Background: an optimization exercise with open tools, aiming at small area. Do not read the settings as production practice.
Function was checked by simulation only, so behaviour that the tests miss may differ from the original.

== job 6746 ==
Design top, start of the top module:
module top (
    input  logic clk,
    input  logic rst,
    input  logic load,
    input  logic [2:0] load_rgb,
    output logic _48b
);
For scale: ~320 flip-flops, about 0.019 sq mm of cells after synthesis.
clock: 10.0 ns
lec_check: 0
abc_area: 1
cap_margin: 20
core_margin: 2
core_utilization: 70
cts_buf_list: sky130_fd_sc_hd__clkbuf_8
cts_cluster_diameter: 100
cts_cluster_size: 16
slew_margin: 20
run.sh (not shown) runs the stock make flow with config.mk's settings and CLKGATE_MAP_FILE= SYNTH_SCRIPT=/design/flow/synth_recipe.tcl, a recipe that flattens the netlist after the stock synthesis.
diff inputs: job 6746 => job 5101
==> flow/flow/run.sh (new file) <==
#!/bin/bash
# The standard layout, except for synthesis: the combinational logic is
# mapped with an area-oriented ABC script (flow/abc_area.script) and without
# Yosys's full-adder extraction. Registers, flattening and renaming are those
# of the standard synthesis (same synth_recipe.tcl).
set -euo pipefail
rm -rf scripts_area
cp -r "$FLOW_HOME/scripts" scripts_area
cp flow/abc_area.script scripts_area/abc_area.script
bash standard.sh SCRIPTS_DIR="$PWD/scripts_area" ADDER_MAP_FILE= synth > synth.log 2>&1
bash standard.sh finish > layout.log 2>&1
==> flow/flow/abc_area.script (new file) <==
strash
&get -n
&deepsyn -T 20
&put
dch -f
amap
strash
dch -f
amap
topo
==> flow/standard.sh (new file) <==
#!/bin/bash
# synth_recipe.tcl (not shown) runs the flow's synth.tcl, then flattens the netlist and writes it again
# the make line also repeats each setting of config.mk as NAME=value (left out here)
make -C /OpenROAD-flow-scripts/flow DESIGN_CONFIG=/design/flow/config.mk WORK_HOME=/design/flow/orfs CLKGATE_MAP_FILE= SYNTH_SCRIPT=/design/flow/synth_recipe.tcl "${@:-finish}"
removed: flow/run.sh
[summary]
- Job 5101: via count 289 below job 6746
- In the metrics for job 6746 and job 5101, the one carrying the lower number of standard cells in the final layout excluding fillers is job 5101.
- Comparing job 6746 and job 5101, maximum fanout count along the critical path is lower on job 5101.
- Going from job 6746 to job 5101, post-layout minimum cycle time grows by 880 ps.
- Looking at most common cell after layout, fill and taps aside, the nand2_1 result is from job 6746; the clkinv_1 one comes from job 5101.
### job 5101 -> job 8317
- CTS_CLUSTER_SIZE: 16 -> 13
- CTS_CLUSTER_DIAMETER: 100 -> 80
==> flow/run.sh (new file) <==
#!/bin/bash
# synth_recipe.tcl (not shown) runs the flow's synth.tcl, then flattens the netlist and writes it again
# the make line also repeats each setting of config.mk as NAME=value (left out here)
make -C /OpenROAD-flow-scripts/flow DESIGN_CONFIG=/design/flow/config.mk WORK_HOME=/design/flow/orfs CLKGATE_MAP_FILE= SYNTH_SCRIPT=/design/flow/synth_recipe.tcl finish
removed: flow/flow/run.sh
removed: flow/flow/abc_area.script
removed: flow/standard.sh
### Flow results
Job 8317 | stages: all done | timing, DRC, antenna: all pass
Job 5101 vs job 8317, most frequent standard cell in the layout excluding fill and tap cells: clkinv_1 vs nand2_1
Summary of job 8317 over job 5101: final area went up by 15%; maximum number of pins on one net before global-route repair went up by 21.
Total length of routed met3 wires for job 8317: 700 microns down relative to job 5101
On critical path depth, the higher figure sits with job 5101, not job 8317.

---

lane 5:
top, a different RTL version from the one above (not shown whole).
clock: 10.0 ns
lec_check: 0
abc_area: 1
cap_margin: 20
core_margin: 2
core_utilization: 85
cts_buf_list: sky130_fd_sc_hd__clkbuf_8
cts_cluster_diameter: 100
cts_cluster_size: 16
slew_margin: 20
standard.sh (not shown) runs the stock make flow with config.mk's settings and CLKGATE_MAP_FILE= SYNTH_SCRIPT=/design/flow/synth_recipe.tcl, a recipe that flattens the netlist after the stock synthesis.
==> flow/flow/run.sh <==
#!/bin/bash
# The standard layout, except for synthesis: the combinational logic is
# mapped with an area-oriented ABC script (flow/abc_area.script) and without
# Yosys's full-adder extraction. Registers, flattening and renaming are those
# of the standard synthesis (same synth_recipe.tcl).
set -euo pipefail
rm -rf scripts_area
cp -r "$FLOW_HOME/scripts" scripts_area
cp flow/abc_area.script scripts_area/abc_area.script
bash standard.sh SCRIPTS_DIR="$PWD/scripts_area" ADDER_MAP_FILE= synth > synth.log 2>&1
bash standard.sh finish > layout.log 2>&1
==> flow/flow/abc_area.script <==
strash
&get -n
&deepsyn -T 20
&put
dch -f
amap
strash
dch -f
amap
topo
Lane 5 did not finish: a tool error stopped it during global placement without I/O (3_1_place_gp_skip_io).
#### Input delta (lane 1 over lane 5)
- CORE_UTILIZATION: 85 -> 70
## What came out
The flow did not stop early for lane 1: all stages ran, and the layout cleared the timing, DRC and antenna checks. Comparing lane 1 with lane 5, the synthesized area per cell came out essentially unchanged. Re synthesized cell count: no difference whatsoever between lane 1 and lane 5. Diff lane 5..lane 1 | fraction of the mapped netlist area in compound gates | unchanged. Lane 5 and lane 1 ended up with roughly the same number of flops mapped to enable cells by yosys. Re total nets after synthesis: no difference whatsoever between lane 1 and lane 5. In the reports for lane 5 and lane 1, the smaller standard-cell row count belongs to lane 5. On chip height: between lane 5 and lane 1, it ends up lower for lane 5. Of lane 1 and lane 5, it is lane 1 that has the lower initial standard-cell utilization of the core. Compared with lane 5, lane 1 shows a higher die boundary width.

---

## job 101
top, a different RTL version from the one above (not shown whole).
For scale: ~310 flip-flops, ~7 I/O pins, ~0.014 mm² of cells after synthesis.
==> flow/config.mk <==
export PLATFORM = sky130hd
export DESIGN_NAME = top
export DESIGN_NICKNAME = top
export VERILOG_FILES = /design/flow/design.v
export SDC_FILE = /design/flow/constraint.sdc
export NUM_CORES = 4
export LEC_CHECK = 0
export ABC_AREA = 1
export CAP_MARGIN = 20
export CORE_MARGIN = 2
export CORE_UTILIZATION = 75
export CTS_BUF_LIST = sky130_fd_sc_hd__clkbuf_8
export CTS_CLUSTER_DIAMETER = 100
export CTS_CLUSTER_SIZE = 16
export SLEW_MARGIN = 20
==> flow/constraint.sdc <==
create_clock -name core_clock -period 10.0 [get_ports {clk}]
set_input_delay 2.0000 -clock core_clock [delete_from_list [all_inputs] [get_ports {clk}]]
set_output_delay 2.0000 -clock core_clock [all_outputs]
set_load 0.01 [all_outputs]
Scripts as last shown in full above: flow/flow/run.sh, flow/flow/abc_area.script
Per the final summary, job 101 finished and its layout is clean on timing, DRC and antenna.
diff inputs: job 101 => job 104
Settings: CORE_UTILIZATION changed from 75 to 70.
## What came out
- Non-filler instance count after layout in job 104 is 35 higher than in job 101
- Job 104 ended with more clock skew than job 101.
- From job 101 to job 104, clock-buffer cell count did not move at all.
- Job 104 vs job 101 — per-cell via count in the routed design dropped by a few percent
- As far as net count after synthesis is concerned, job 101 and job 104 perform about the same.
- [compare] base=job 101 new=job 104: fmax now larger, cell area after layout now larger.

[what the ideal ports hide]
Ports are ideal in the flow. The routed layouts listed here were re-timed in OpenROAD.
Step 1 sets driving cells, clkbuf_16 on the clock port and buf_2 on the other inputs (assumed; they add their load-dependent delay and slew).
Step 2, shift: input delay + t, output delay - t, t = (earliest + latest rising clock arrival at the registers) / 2. This alone moves slack from input paths to output paths.
Slacks: ideal / step 1 / step 2; pairs: ideal / step 1.
run | t, ns | setup WS [ns] | worst hold slack (ns) | worst slew at a driven data input, ns
job 6746 | 0.625 | 2.268 / 2.289 / 1.663 | 0.346 / 0.346 / 0.346 | 0.03
job 5101 | 0.632 | 1.393 / 1.412 / 0.780 | 0.380 / 0.380 / 0.380 | 0.03
job 8317 | 0.676 | 2.330 / 2.350 / 1.673 | 0.355 / 0.355 / 0.355 | 0.03
lane 1 | 0.627 | 1.514 / 1.532 / 0.905 | 0.389 / 0.389 / 0.389 | 0.03
job 101 | 0.628 | 1.136 / 1.156 / 0.528 | 0.365 / 0.365 / 0.365 | 0.03
job 104 | 0.629 | 1.283 / 1.308 / 0.680 | 0.374 / 0.374 / 0.374 | 0.03
After both steps setup and hold are still met in every run listed. For job 8317, which loses most, drivers alone change the setup slack by +0.020 ns; drivers and shift together by -0.657 ns.
